Source: an optimization exercise on an open RTL-to-GDS flow (aim: a short achievable clock period and few clock cycles). Production flows keep margins and buffers that such runs may drop.
In this exercise RTL edits were held to simulation tests only and were not proved equivalent to the original.
No activity file was given, so power comes from the tool's default toggle rates.

Design Top_Module, start of the top module:
module Top_Module( clk , rst , imem_addr , imem_rdata , dmem_addr , dmem_wdata , dmem_we , dmem_re , dmem_rdata );
Size in the first run: about 8200 cells after synthesis, ~2200 flip-flops.
==> flow/config.mk <==
export PLATFORM = sky130hd
export DESIGN_NAME = Top_Module
export DESIGN_NICKNAME = Top_Module
export VERILOG_FILES = /design/flow/design.v
export SDC_FILE = /design/flow/constraint.sdc
export NUM_CORES = 4
export LEC_CHECK = 0
export ABC_CLOCK_PERIOD_IN_PS = 4000
export CAP_MARGIN = 20
export CORE_MARGIN = 2
export CORE_UTILIZATION = 45
export PLACE_DENSITY = 0.6
export SLEW_MARGIN = 20
==> flow/constraint.sdc <==
create_clock -name core_clock -period 20.0 [get_ports {clk}]
set_input_delay 4.0000 -clock core_clock [delete_from_list [all_inputs] [get_ports {clk}]]
set_output_delay 4.0000 -clock core_clock [all_outputs]
set_load 0.01 [all_outputs]
standard.sh (not shown) runs the stock make flow with config.mk's settings and CLKGATE_MAP_FILE= SYNTH_SCRIPT=/design/flow/synth_recipe.tcl, a recipe that flattens the netlist after the stock synthesis.
==> flow/flow/run.sh <==
#!/bin/bash
set -uo pipefail
MARGIN=${MARGIN:-14.6}
bash standard.sh SETUP_SLACK_MARGIN=$MARGIN REMOVE_ABC_BUFFERS=1 TNS_END_PERCENT=10 \
  MATCH_CELL_FOOTPRINT=0 'BUFFER_PORTS_ARGS=-buffer_cell sky130_fd_sc_hd__buf_4' \
  finish > flow_standard.log 2>&1
rc=$?
tail -20 flow_standard.log
exit $rc
The first run produced a clean layout.
Testbench counts at the start, summed over its fixed seeds: cycles 29,644.
Edit:
--- a/flow/design.v
+++ b/flow/design.v
@@ -52,21 +52,20 @@
 reg [31:0] sd;                   
 reg        dOP, dOPI, dLD, dST, dBR, dWR, dINV, dLOG;
 reg [6:0]  dALU;                 
 reg        vE;                   
 reg [31:0] ea, eb;               
 reg [31:0] ebs;                  
 reg        ecin;                 
 reg [31:0] eimm;                 
 reg [31:1] etgt, eseq;           
 reg        etne, esne;           
-reg        eres, eeqD;           
 reg [31:1] epc;
 reg [31:0] esd;                  
 reg [4:0]  erd;
 reg        eLD, eST, eBR, eWR;
 reg [6:0]  eALU;
 reg [31:0] maddr, mwdata;        
 reg        cM;                   
 reg        mBR, eqM;             
 reg        mtne, msne;           
 reg [31:1] mtgt, mseq;           
@@ -122,22 +121,20 @@
 wire [31:0] alu = ({32{eALU[0]}} & sum) |
                   ({32{eALU[1] | eALU[2] | eALU[3]}} & lgc) |
                   ({32{eALU[4]}} & sll) | ({32{eALU[5]}} & srl) | ({32{eALU[6]}} & sra) |
                   {31'd0, ~(|eALU) & slt};
 wire [31:0] addr  = ks_add(ea, eimm, 1'b0);
 wire        eq    = (ea == eb);
 wire        mtaken = mBR & eqM;
 wire        redirE = cM & (mtaken ? mtne : msne);
 wire [31:1] npcE  = mtaken ? mtgt : mseq;
 wire        wrE   = vE & eWR & (erd != 5'd0);
-wire        redirX = vE & eres & (eeqD ? etne : esne);
-wire [31:1] npcX  = eeqD ? etgt : eseq;
 wire [4:0] rs1 = ir[19:15];
 wire [4:0] rs2 = ir[24:20];
 wire [31:0] immI = {{20{ir[31]}}, ir[31:20]};
 wire [31:0] immS = {{20{ir[31]}}, ir[31:25], ir[11:7]};
 wire [31:1] immB = {{20{ir[31]}}, ir[7], ir[30:25], ir[11:8]};
 wire use1  = dOP | dOPI | dLD | dST | dBR;
 wire use2  = dOP | dST | dBR;
 wire stall = vD & vE & eLD & (erd != 5'd0) &
              ((use1 & (rs1 == erd)) | (use2 & (rs2 == erd)));
 wire goD   = vD & ~stall;
@@ -169,21 +166,23 @@
 wire        sneD = (seqD != pcF);      
 wire [31:0] n1  = (f1W & wv) ? wres : rr1;      
 wire [31:0] n2  = (f2W & wv) ? wres : rr2;
 wire        ldD = mre & (f1W | f2W);
 wire [31:0] oc  = f1E ? n2 : n1;
 wire [31:0] fx  = ea ^ ebs ^ oc;
 wire [31:0] fk  = (ea & ebs) | ((ea ^ ebs) & ~oc);
 wire        feq = (fx == {fk[30:0], ecin});
 wire        resD = dBR & ~ldD & ((~f1E & ~f2E) | ((f1E ^ f2E) & eALU[0]));
 wire        eqD  = dJ | ((f1E | f2E) ? feq : (n1 == n2));
-wire        redirD = goD & dJ & tneD;
+wire        rT   = goD & (resD | dJ) & tneD;             
+wire        rN   = goD & resD & ~dJ & sneD;              
+wire        redirD = eqD ? rT : rN;
 reg         bhit;
 reg [31:1]  bpred;
 reg         xhit;
 reg [2:0]   xidx;
 integer k;
 always @(*) begin
   bhit  = 1'b0;
   bpred = 31'd0;
   xhit  = 1'b0;
   xidx  = 3'd0;
@@ -193,36 +192,39 @@
       bpred = bpred | btgt[k];
     end
     if (bv[k] && btag[k] == epc) begin
       xhit = 1'b1;
       xidx = k;
     end
   end
 end
 wire        iJ    = iBR & (imem_rdata[19:15] == imem_rdata[24:20]);
 wire [31:1] fpred = bhit ? bpred : pcF + 31'd2;
-wire [31:1] pcN  = redirE ? npcE : redirX ? npcX : stall ? pcF : redirD ? tgtD : fpred;
+wire [31:1] pcK  = redirE ? npcE : stall ? pcF : fpred;
+wire [31:1] pcK1 = (~redirE & ~stall & rT) ? tgtD : pcK;
+wire [31:1] pcK0 = (~redirE & ~stall & rN) ? seqD : pcK;
+wire [31:1] pcN  = eqD ? pcK1 : pcK0;
 always @(posedge clk or posedge rst) begin
   if (rst) begin
     pcF  <= 31'd0;
     vD   <= 1'b0;
     vE   <= 1'b0;
     mwe  <= 1'b0;
     mre  <= 1'b0;
     wv   <= 1'b0;
     cM   <= 1'b0;
     bv   <= {NBTB{1'b0}};
     bptr <= 3'd0;
     uv   <= 1'b0;
   end else begin
     pcF <= pcN;
-    if (redirE | redirX) begin
+    if (redirE) begin
       vD  <= 1'b0;
       vE  <= 1'b0;
     end else if (stall) begin
       vE  <= 1'b0;
     end else if (redirD) begin
       vD  <= 1'b0;
       vE  <= vD;
     end else begin
       vD  <= 1'b1;
       vE  <= vD;
@@ -261,39 +263,37 @@
     dJ   <= iJ;
     dALU <= {iSRA, iSRL, iSLL, iXOR, iOR, iAND, iADD | iSUB} & {7{iOP | iOPI}};
   end
   ea   <= r1;
   eb   <= r2;
   ebs  <= r2s;
   ecin <= dINV;
   eimm <= dST ? immS : immI;
   etgt <= tgtD;
   eseq <= seqD;
-  etne <= tneD & ~dJ;                    
-  esne <= sneD & ~dJ;
-  eres <= resD & ~dJ;
-  eeqD <= eqD;
+  etne <= tneD & ~(resD | dJ);           
+  esne <= sneD & ~(resD | dJ);
   epc  <= pcD;
   esd  <= sd;
   erd  <= ir[11:7];
   eLD  <= dLD;
   eST  <= dST;
   eBR  <= dBR;
   eWR  <= dWR;
   eALU <= dALU;
   pcO  <= rst ? 31'd0 : pcN;
   mweO <= ~rst & vE & eST & ~redirE;
   mreO <= ~rst & vE & eLD & ~redirE;
   mBR    <= eBR;
   eqM    <= eq;
-  mtne   <= etne & ~eres;                
-  msne   <= esne & ~eres;
+  mtne   <= etne;
+  msne   <= esne;
   mtgt   <= etgt;
   mseq   <= eseq;
   maddr  <= addr;
   mwdata <= eb;
   wres   <= alu;
   wsd    <= esd;
   wrd    <= erd;
   ut   <= eq;
   upc  <= epc;
   utg  <= etgt;
After rerunning: The new run completed with no timing, DRC or antenna violations. Flip-flop and latch count came out lower by 2. Total power came out higher by 7.5%. Global-route usage came out higher by 8.1 points. Setup slack got worse by 0.046 ns. Via count came out higher by 11%. First-iteration DRC count came out higher by 14%. Sequential share of layout area came out lower by 2.8 points. Cell area came out higher by 5.5%. Die area came out higher by 1.1%. Count of clock-buffer cells in the layout came out higher by 4.
Testbench counts after the change, summed over its fixed seeds: cycles 29,387.

-- static timing again, ports no longer ideal --
No port has a modelled driver above. Below, the same layouts with a new extraction and two added sets of constraints. Step 1 sets driving cells, clkbuf_16 on the clock port and buf_2 on the other inputs (assumed; they add their load-dependent delay and slew). Step 2 moves the port delays by t, midway between the first and last clock arrival at a register: inputs arrive t later, outputs are due t later. That takes back most of the time a late clock gives input paths. Three values: no drivers, after step 1, after step 2; two values: the first two.
run | t (ns) | setup WS [ns] | worst setup path after step 2 | worst register clock-pin slew, ns | worst data-port slew with drivers (ns)
the first run | 0.979 | 14.482 / 14.415 / 13.586 | input to register | 0.07 / 0.07 | 0.23
the second run | 1.011 | 14.436 / 14.436 / 13.676 | input to register | 0.07 / 0.07 | 0.12
After both steps every run listed still meets setup and hold. For the first run, which loses most, drivers alone change the setup slack by -0.067 ns; drivers and shift together by -0.896 ns.
